Context: an optimization exercise on an open-source flow, tuned for small area and a short achievable clock period. The choices shown serve that exercise and are no tape-out recipe.
At most, simulation tests tie the RTL to the original design; equivalence was not proved.

==> v1: inputs <==
Design dist_sort, start of the top module:
module dist_sort (
    input logic        clk, rst,
    input logic [63:0] query,
    input logic [63:0] search_0,
    input logic [63:0] search_1,
    input logic [63:0] search_2,
    input logic [63:0] search_3,
    input logic [63:0] search_4,
    input logic [63:0] search_5,
    input logic [63:0] search_6,
    input logic [63:0] search_7,
    input logic        in_valid,
    output logic [2:0] addr_1st,
    output logic [2:0] addr_2nd,
    output logic       out_valid
);
==> flow/config.mk <==
export PLATFORM = sky130hd
export DESIGN_NAME = dist_sort
export DESIGN_NICKNAME = dist_sort
export VERILOG_FILES = /design/flow/design.v
export SDC_FILE = /design/flow/constraint.sdc
export NUM_CORES = 4
export LEC_CHECK = 0
export CAP_MARGIN = 20
export CORE_MARGIN = 2
export CORE_UTILIZATION = 40
export SLEW_MARGIN = 20
export SYNTH_HIERARCHICAL = 1
export SYNTH_MINIMUM_KEEP_SIZE = 0
==> flow/constraint.sdc <==
create_clock -name core_clock -period 17.0 [get_ports {clk}]
set_input_delay 3.4000 -clock core_clock [delete_from_list [all_inputs] [get_ports {clk}]]
set_output_delay 3.4000 -clock core_clock [all_outputs]
set_load 0.01 [all_outputs]
run.sh (not shown) runs the stock make flow with config.mk's settings and CLKGATE_MAP_FILE= SYNTH_SCRIPT=/design/flow/synth_recipe.tcl, a recipe that flattens the netlist after the stock synthesis.
==> inputs of v11, as changes to v1 <==
--- a/flow/design.v
+++ b/flow/design.v
@@ -2186,24 +2186,18 @@
         d[3] <= ra_3 + rb_3;
         d[4] <= ra_4 + rb_4;
         d[5] <= ra_5 + rb_5;
         d[6] <= ra_6 + rb_6;
         d[7] <= ra_7 + rb_7;
     end
     logic le [8][8];
-    logic [11:0] nd [8];
-    always_comb for (int i = 0; i < 8; i++) nd[i] = ~d[i];
     always_comb begin
         for (int i = 0; i < 8; i++)
-            for (int j = 0; j < 8; j++) begin
-                logic cy;
-                cy = 1'b1;   
-                for (int k = 0; k < 12; k++) cy = (d[j][k] & nd[i][k]) | (cy & (d[j][k] | nd[i][k]));
-                le[i][j] = (i < j) ? cy : 1'b0;
-            end
+            for (int j = 0; j < 8; j++)
+                le[i][j] = (i < j) ? d[i] <= d[j] : 1'b0;
     end
     logic [7:0] first, second;
     always_comb begin
         for (int j = 0; j < 8; j++) begin
             logic [7:0] lose;
             for (int i = 0; i < 8; i++)
                 lose[i] = (i < j) ? le[i][j] : (i > j) ? ~le[j][i] : 1'b0;
==> comparison <==
- Clock-buffer cell count is the same in v11 and v1.
- Against v1, the non-clock buffer count of v11 is higher by 6.
- Of v1 and v11, v11 has the higher final area (gap 3.3%, measured against v11).
Function was not checked in any run of this note: the RTL went through the layout flow alone.

==> run E <==
Another version of the RTL of dist_sort (not shown whole).
==> flow/design.v (excerpt) <==
module dist_sort (
    input logic        clk, rst,
    input logic [63:0] query,
    input logic [63:0] search_0,
    input logic [63:0] search_1,
    input logic [63:0] search_2,
    input logic [63:0] search_3,
    input logic [63:0] search_4,
    input logic [63:0] search_5,
    input logic [63:0] search_6,
    input logic [63:0] search_7,
    input logic        in_valid,
    output logic [2:0] addr_1st,
    output logic [2:0] addr_2nd,
    output logic       out_valid
);
clock: 17.0 ns
lec_check: 0
abc_area: 1
cap_margin: 50
core_margin: 2
core_utilization: 55
gpl_routability_driven: 0
slew_margin: 70
synth_hierarchical: 1
synth_minimum_keep_size: 0
standard.sh (not shown) runs the stock make flow with config.mk's settings and CLKGATE_MAP_FILE= SYNTH_SCRIPT=/design/flow/synth_recipe.tcl, a recipe that flattens the netlist after the stock synthesis.
==> flow/flow/run.sh <==
#!/bin/bash
# The standard layout (standard.sh: synthesis to final layout), with every input and
# output port buffered by the platform's smallest buffer instead of the default choice.
set -euo pipefail
export BUFFER_PORTS_ARGS="-buffer_cell sky130_fd_sc_hd__buf_1"
bash standard.sh > standard.log 2>&1
==> run G: changes against run E <==
- CORE_UTILIZATION: 55 -> 48
- GPL_ROUTABILITY_DRIVEN: 0 -> default
==> qor summary <==
metric                                                                      run E           run G
Run status                                                         finished clean  finished clean
Multi-input gate share of total cell area                                   62.3%           62.0%
Combined global-route utilization of all metal layers                       36.7%           33.2%
Number of cells after detailed placement                                   10,800          11,100
Total detailed-routing wirelength                                          232 mm          242 mm
Number of clock buffers in the layout                                         119             120
Area growth from synthesis to layout                                        12.8%           13.6%
Clock tree cell share of total cell area                                    4.08%           4.36%
Sequential share of cell area                                               20.5%           20.4%
Required time of the critical path                                       17.57 ns        17.59 ns
Buffers outside the clock class                                               661             653
Initial DRC count                                                           5,291           5,002
Clock Latency Late Sink                                                   0.72 ns         0.74 ns
Antenna diode count                                                             6               3
Number of antenna violations at the first check in global routing               5               9
Placement Setup Slack                                                    11.54 ns        11.53 ns

==> build 87: inputs <==
dist_sort, a different RTL version from the one above (not shown whole).
Design dist_sort, start of the top module:
module dist_sort (
    input logic        clk, rst,
    input logic [63:0] query,
    input logic [63:0] search_0,
    input logic [63:0] search_1,
    input logic [63:0] search_2,
    input logic [63:0] search_3,
    input logic [63:0] search_4,
    input logic [63:0] search_5,
    input logic [63:0] search_6,
    input logic [63:0] search_7,
    input logic        in_valid,
    output logic [2:0] addr_1st,
    output logic [2:0] addr_2nd,
    output logic       out_valid
);
Settings: LEC_CHECK=0, ABC_AREA=1, CAP_MARGIN=50, CORE_MARGIN=2, CORE_UTILIZATION=65, CTS_BUF_LIST=sky130_fd_sc_hd__clkbuf_4 sky130_fd_sc_hd__clkbuf_8, SLEW_MARGIN=70, SYNTH_HIERARCHICAL=1, SYNTH_MINIMUM_KEEP_SIZE=0; clock period 17.0 ns.
Scripts as last shown in full above: flow/flow/run.sh
==> inputs of build 89, as changes to build 87 <==
CORE_UTILIZATION = 48   (was 65)
==> results.py <==
metrics = {
    "critical_path": {
        "crit_end": "m_r[71][1]",
    },
    "grt": {
        "met3_usage_pct": 17.6,
    },
    "place": {
        "hpwlAfterDp_um": 189000,
    },
    "run_status": {
        "status": "complete, no violations",
    },
    "die": {
        "die_x_um": 323,
    },
    "routing": {
        "wl_um": 238000,
    },
}
That was build 87.
==> results.py <==
metrics = {
    "critical_path": {
        "crit_chain": "buf_1, inv_1, buf_6, ha_1, fa_1, fa_1, fa_1, nand2_1, xor2_1",
        "crit_end": "m_r[0][1]",
    },
    "grt": {
        "met3_usage_pct": 6.19,
    },
    "place": {
        "hpwlAfterDp_um": 197000,
    },
    "run_status": {
        "status": "complete, no violations",
    },
    "routing": {
        "wl_um": 242000,
    },
    "layout": {
        "n_all_inverters": 1339,
    },
}
That was build 89.

==> try-maple: inputs <==
dist_sort, a different RTL version from the one above (not shown whole).
Settings: LEC_CHECK=0, ABC_AREA=1, CAP_MARGIN=20, CORE_MARGIN=2, CORE_UTILIZATION=40, SLEW_MARGIN=20, SYNTH_HIERARCHICAL=1, SYNTH_MINIMUM_KEEP_SIZE=0; clock period 17.0 ns.
run.sh (not shown) runs the stock make flow with config.mk's settings and CLKGATE_MAP_FILE= SYNTH_SCRIPT=/design/flow/synth_recipe.tcl, a recipe that flattens the netlist after the stock synthesis.
Stock flow here: none of the scripts above is used.
==> inputs of try-lagoon, as changes to try-maple <==
Settings changed: CORE_UTILIZATION 40 to 60, CTS_BUF_LIST set to sky130_fd_sc_hd__clkbuf_4 sky130_fd_sc_hd__clkbuf_8.
==> inputs of try-ember, as changes to try-maple <==
--- a/flow/design.v
+++ b/flow/design.v
@@ -2331,17 +2331,17 @@
     end
     logic [7:0] first, second;
     always_comb begin
         for (int j = 0; j < 8; j++) begin
             logic [7:0] lose;
             for (int i = 0; i < 8; i++)
                 lose[i] = (i < j) ? le[i][j] : (i > j) ? ~le[j][i] : 1'b0;
             first[j] = lose == 8'd0;
-            second[j] = $onehot(lose);
+            second[j] = (lose != 8'd0) && ((lose & (lose - 8'd1)) == 8'd0);
         end
     end
     function automatic logic [2:0] enc(input logic [7:0] oh);
         enc = {oh[4] | oh[5] | oh[6] | oh[7], oh[2] | oh[3] | oh[6] | oh[7], oh[1] | oh[3] | oh[5] | oh[7]};
     endfunction
     always_ff @(posedge clk) begin
         addr_1st <= enc(first);
         addr_2nd <= enc(second);
==> flow/flow/run.sh (new file) <==
#!/bin/bash
# The standard layout (standard.sh: synthesis to final layout), with every input and
# output port buffered by the platform's smallest buffer instead of the default choice.
set -euo pipefail
export BUFFER_PORTS_ARGS="-buffer_cell sky130_fd_sc_hd__buf_1"
bash standard.sh > standard.log 2>&1
==> flow/standard.sh (new file) <==
#!/bin/bash
# synth_recipe.tcl (not shown) runs the flow's synth.tcl, then flattens the netlist and writes it again
# the make line also repeats each setting of config.mk as NAME=value (left out here)
make -C /OpenROAD-flow-scripts/flow DESIGN_CONFIG=/design/flow/config.mk WORK_HOME=/design/flow/orfs CLKGATE_MAP_FILE= SYNTH_SCRIPT=/design/flow/synth_recipe.tcl "${@:-finish}"
Settings changed: SLEW_MARGIN 20 to 80.
removed: flow/run.sh
==> comparison table <==
| metric | try-ember | try-lagoon | try-maple |
|---|---|---|---|
| GRT Util Overall | 0.297 | 0.414 | 0.292 |
| Worst R2R Setup Slack | 11.75 ns | 11.52 ns | 11.32 ns |
| Number of cell instances on the worst register-to-register path | 22 | 18 | 18 |
| First-pass GRT wire length | 350,000 um | 328,000 um | 344,000 um |
| Worst min-delay path startpoint | v[0] | v[1] | v[1] |
| Layout Nets | 10,700 | 10,600 | 10,600 |
| Status | timing/DRC/antenna clean | timing/DRC/antenna clean | timing/DRC/antenna clean |
| Synth unique cells | 37 | 42 | 42 |
| Average cell area after synthesis | 7.94 sq um | 8.03 sq um | 8.03 sq um |
| Multi-input combinational cell area | 0.0462 sq mm | 0.0460 sq mm | 0.0460 sq mm |
| Post-Route Hold Slack | 0.355 ns | 0.360 ns | 0.346 ns |
| Placer Congestion | 0.998 | 1.03 | 0.980 |
| CP peak stage delay | 0.58 ns | 0.53 ns | 0.54 ns |
| Worst slew margin relative to its limit | 0.779 | 0.164 | 0.151 |
| HPWL Detailed | 209,000 um | 180,000 um | 196,000 um |
| Dpl cells | 10,800 | 9,986 | 10,700 |
| Final-layout non-clock buffer area share | 0.0562 | 0.0848 | 0.0834 |
| Number of global-route vias before repair | 55,300 | 55,000 | 53,800 |
| Proportion of netlist area held by the largest area contributor | 0.355 | 0.363 | 0.363 |
| Wire length after detailed routing | 240,000 um | 225,000 um | 238,000 um |
| Via/cell ratio | 5.02 | 5.47 | 4.99 |
The RTL of try-maple and try-lagoon was laid out without a check of its function.

==> inputs of 09-02 <==
RTL: one of the versions met above, not the one the previous note started from.
Settings: LEC_CHECK=0, ABC_AREA=1, CAP_MARGIN=50, CORE_MARGIN=2, CORE_UTILIZATION=55, CTS_BUF_LIST=sky130_fd_sc_hd__clkbuf_4 sky130_fd_sc_hd__clkbuf_8, SLEW_MARGIN=70, SYNTH_HIERARCHICAL=1, SYNTH_MINIMUM_KEEP_SIZE=0; clock period 17.0 ns.
standard.sh (not shown) runs the stock make flow with config.mk's settings and CLKGATE_MAP_FILE= SYNTH_SCRIPT=/design/flow/synth_recipe.tcl, a recipe that flattens the netlist after the stock synthesis.
==> flow/flow/run.sh <==
#!/bin/bash
# The standard layout (standard.sh: synthesis to final layout), with every input and
# output port buffered by the platform's smallest buffer instead of the default choice.
set -euo pipefail
export BUFFER_PORTS_ARGS="-buffer_cell sky130_fd_sc_hd__buf_1"
bash standard.sh > standard.log 2>&1
==> 02-07: changes against 09-02 <==
==> flow/run.sh (new file) <==
#!/bin/bash
# synth_recipe.tcl (not shown) runs the flow's synth.tcl, then flattens the netlist and writes it again
# the make line also repeats each setting of config.mk as NAME=value (left out here)
make -C /OpenROAD-flow-scripts/flow DESIGN_CONFIG=/design/flow/config.mk WORK_HOME=/design/flow/orfs CLKGATE_MAP_FILE= SYNTH_SCRIPT=/design/flow/synth_recipe.tcl finish
--- a/flow/config.mk
+++ b/flow/config.mk
@@ -8,7 +8,6 @@
 export ABC_AREA = 1
-export CAP_MARGIN = 50
+export CAP_MARGIN = 20
 export CORE_MARGIN = 2
-export CORE_UTILIZATION = 55
-export CTS_BUF_LIST = sky130_fd_sc_hd__clkbuf_4 sky130_fd_sc_hd__clkbuf_8
-export SLEW_MARGIN = 70
+export CORE_UTILIZATION = 40
+export SLEW_MARGIN = 20
 export SYNTH_HIERARCHICAL = 1
removed: flow/flow/run.sh
removed: flow/standard.sh
==> 05-24: changes against 09-02 <==
--- a/flow/config.mk
+++ b/flow/config.mk
@@ -8,7 +8,6 @@
 export ABC_AREA = 1
-export CAP_MARGIN = 50
+export CAP_MARGIN = 20
 export CORE_MARGIN = 2
-export CORE_UTILIZATION = 55
-export CTS_BUF_LIST = sky130_fd_sc_hd__clkbuf_4 sky130_fd_sc_hd__clkbuf_8
-export SLEW_MARGIN = 70
+export CORE_UTILIZATION = 40
+export SLEW_MARGIN = 20
 export SYNTH_HIERARCHICAL = 1
==> results_dict.tcl <==
set metrics [dict create \
    rows 146 \
    grtUsageMet1_pct 39.84 \
    crit_slowest_cell "fa_1" \
    cpPeakStageDelay_ns 0.52 \
    placed_area_sq_um 72430 \
    crit_required_ns 17.56 \
    status "finished clean" \
    place_congestion 0.9740 \
    place_inst 10700 \
    crit_buf_inv 3 \
    grt_max_degree 15 \
    reg2reg_from "m_r[32][2]$_DFF_P_" \
]
-- figures above: 02-07

==> results_dict.tcl <==
set metrics [dict create \
    place_inst 10700 \
    crit_slowest_cell "o21bai_1" \
    placed_area_sq_um 68770 \
    grtUsageMet1_pct 38.53 \
    reg2reg_from "m_r[16][2]$_DFF_P_" \
    grt_max_degree 15 \
    status "finished clean" \
    place_congestion 0.9979 \
    cpPeakStageDelay_ns 0.66 \
]
-- figures above: 05-24

==> results_dict.tcl <==
set metrics [dict create \
    status "finished clean" \
    place_congestion 1.009 \
    cpPeakStageDelay_ns 0.54 \
    grtUsageMet1_pct 49.62 \
    clk_path_buf_depth 3 \
    grt_max_degree 17 \
    fin_util_pct 61.55 \
    crit_slowest_cell "fa_1" \
    crit_buf_inv 5 \
    finalNonFillerCells 10380 \
    drv_slew 0 \
    top_regs "m_r x512, d x96" \
    criticalPathCategory "flip-flop to flip-flop" \
    placed_area_sq_um 68520 \
    setup_viol 0 \
]
-- figures above: 09-02


==> run D <==
dist_sort with an RTL version that a note above also has.
clock: 17.0 ns
lec_check: 0
abc_area: 1
cap_margin: 60
core_margin: 2
core_utilization: 48
cts_buf_list: sky130_fd_sc_hd__clkbuf_4 sky130_fd_sc_hd__clkbuf_8
slew_margin: 80
synth_hierarchical: 1
synth_minimum_keep_size: 0
==> flow/flow/run.sh <==
#!/bin/bash
# The standard layout (standard.sh: synthesis to final layout), with every input and
# output port buffered by the platform's smallest buffer instead of the default choice.
set -euo pipefail
export BUFFER_PORTS_ARGS="-buffer_cell sky130_fd_sc_hd__buf_1"
bash standard.sh > standard.log 2>&1
==> inputs of run M, as changes to run D <==
--- a/flow/config.mk
+++ b/flow/config.mk
@@ -7,9 +7,10 @@
 export LEC_CHECK = 0
 export ABC_AREA = 1
-export CAP_MARGIN = 60
+export CAP_MARGIN = 50
 export CORE_MARGIN = 2
-export CORE_UTILIZATION = 48
+export CORE_UTILIZATION = 55
 export CTS_BUF_LIST = sky130_fd_sc_hd__clkbuf_4 sky130_fd_sc_hd__clkbuf_8
-export SLEW_MARGIN = 80
+export PLACE_DENSITY = 0.7
+export SLEW_MARGIN = 70
 export SYNTH_HIERARCHICAL = 1
 export SYNTH_MINIMUM_KEEP_SIZE = 0
==> inputs of run K, as changes to run D <==
--- a/flow/config.mk
+++ b/flow/config.mk
@@ -7,9 +7,8 @@
 export LEC_CHECK = 0
 export ABC_AREA = 1
-export CAP_MARGIN = 60
+export CAP_MARGIN = 50
 export CORE_MARGIN = 2
 export CORE_UTILIZATION = 48
-export CTS_BUF_LIST = sky130_fd_sc_hd__clkbuf_4 sky130_fd_sc_hd__clkbuf_8
-export SLEW_MARGIN = 80
+export SLEW_MARGIN = 70
 export SYNTH_HIERARCHICAL = 1
 export SYNTH_MINIMUM_KEEP_SIZE = 0
==> inputs of run A, as changes to run D <==
--- a/flow/config.mk
+++ b/flow/config.mk
@@ -7,9 +7,9 @@
 export LEC_CHECK = 0
 export ABC_AREA = 1
-export CAP_MARGIN = 60
+export CAP_MARGIN = 50
 export CORE_MARGIN = 2
-export CORE_UTILIZATION = 48
+export CORE_UTILIZATION = 55
 export CTS_BUF_LIST = sky130_fd_sc_hd__clkbuf_4 sky130_fd_sc_hd__clkbuf_8
-export SLEW_MARGIN = 80
+export SLEW_MARGIN = 70
 export SYNTH_HIERARCHICAL = 1
 export SYNTH_MINIMUM_KEEP_SIZE = 0
==> notes <==
Run D finished clean. Run M completed with no timing, DRC or antenna violations. Run A finished with timing, DRC and antenna clean. Run K ran to the end with no violations.
Count of clock-buffer cells in the layout: run A > run M > run D > run K.
Against run D, the cell area of run M is smaller by 2.9%.
Non-clock buffer count: run K < run A < run M < run D.
Final cell count, lowest first: run A, run M, run K, run D.
Sequential share of layout area, highest first: run A, run K, run M, run D.
In run A the register-to-register slack is higher than in run M, by 0.02 ns.
==> figures <==
Status: run D finished clean; run A finished clean; run M finished clean; run K finished clean
# fillers: run D 12.8k; run A 10.7k; run M 10.6k; run K 12.9k
Sequential cell area share: run D 0.174; run A 0.179; run M 0.179; run K 0.179
Highest fanout seen on the critical path: run D 5; run A 5; run M 5; run K 15
Clock buffer and inverter area fraction after layout: run D 0.0369; run A 0.0353; run M 0.0378; run K 0.0353
Non-clock buffers, area share: run D 0.0616; run A 0.0409; run M 0.0418; run K 0.0405
Final clock skew: run D 0.0830 ns; run A 0.0594 ns; run M 0.0746 ns; run K 0.0540 ns
Cell depth of the worst flop-to-flop path: run D 7; run A 11; run M 7; run K 7
Area of all sequential standard cells: run D 13400 µm²; run A 13300 µm²; run M 13300 µm²; run K 13300 µm²
Die ar.: run D 141000 µm²; run A 123000 µm²; run M 123000 µm²; run K 141000 µm²
Met1 capacity usage during global routing: run D 0.469; run A 0.506; run M 0.504; run K 0.474
Data required time of the critical path: run D 17.78 ns; run A 17.75 ns; run M 17.68 ns; run K 17.56 ns
Number of antenna violations at the first check in global routing: run D 12; run A 14; run M 19; run K 11

-- static timing again, ports no longer ideal --
No port has a modelled driver above. Below, the same layouts with a new extraction and two added sets of constraints. Step 1 assumes that a clkbuf_16 drives the clock port and a buf_2 every other input. Step 2 moves the port delays by t, midway between the first and last clock arrival at a register: inputs arrive t later, outputs are due t later. That takes back most of the time a late clock gives input paths. Three values: ideal ports, drivers, drivers and shift; two values: the first two.
run | t, ns | slack for setup (ns) | worst slew at a driven data input, ns
v1 | 0.760 | 11.084 / 11.146 / 10.386 | 0.17
v11 | 0.758 | 11.032 / 11.080 / 10.323 | 0.22
run E | 0.783 | 12.242 / 12.301 / 11.518 | 0.12
run G | 0.810 | 12.256 / 12.312 / 11.510 | 0.13
build 87 | 0.878 | 11.890 / 11.948 / 11.070 | 0.14
build 89 | 0.904 | 12.185 / 12.228 / 11.342 | 0.08
try-maple | 0.754 | 11.199 / 11.255 / 10.501 | 0.20
try-lagoon | 0.855 | 11.281 / 11.323 / 10.469 | 0.11
try-ember | 0.764 | 11.746 / 11.746 / 11.212 | 0.09
09-02 | 0.871 | 11.629 / 11.629 / 11.281 | 0.15
02-07 | 0.756 | 11.242 / 11.299 / 10.543 | 0.09
05-24 | 0.762 | 11.543 / 11.543 / 10.926 | 0.09
run D | 0.914 | 12.112 / 12.169 / 11.254 | 0.09
run M | 0.908 | 11.975 / 12.006 / 11.098 | 0.13
run K | 0.778 | 12.025 / 12.088 / 11.310 | 0.08
run A | 0.923 | 12.117 / 12.166 / 11.243 | 0.13
After both steps every run listed still meets setup and hold. The setup slack of run M, which loses most, moves by +0.031 ns with the drivers and by -0.877 ns with both steps.
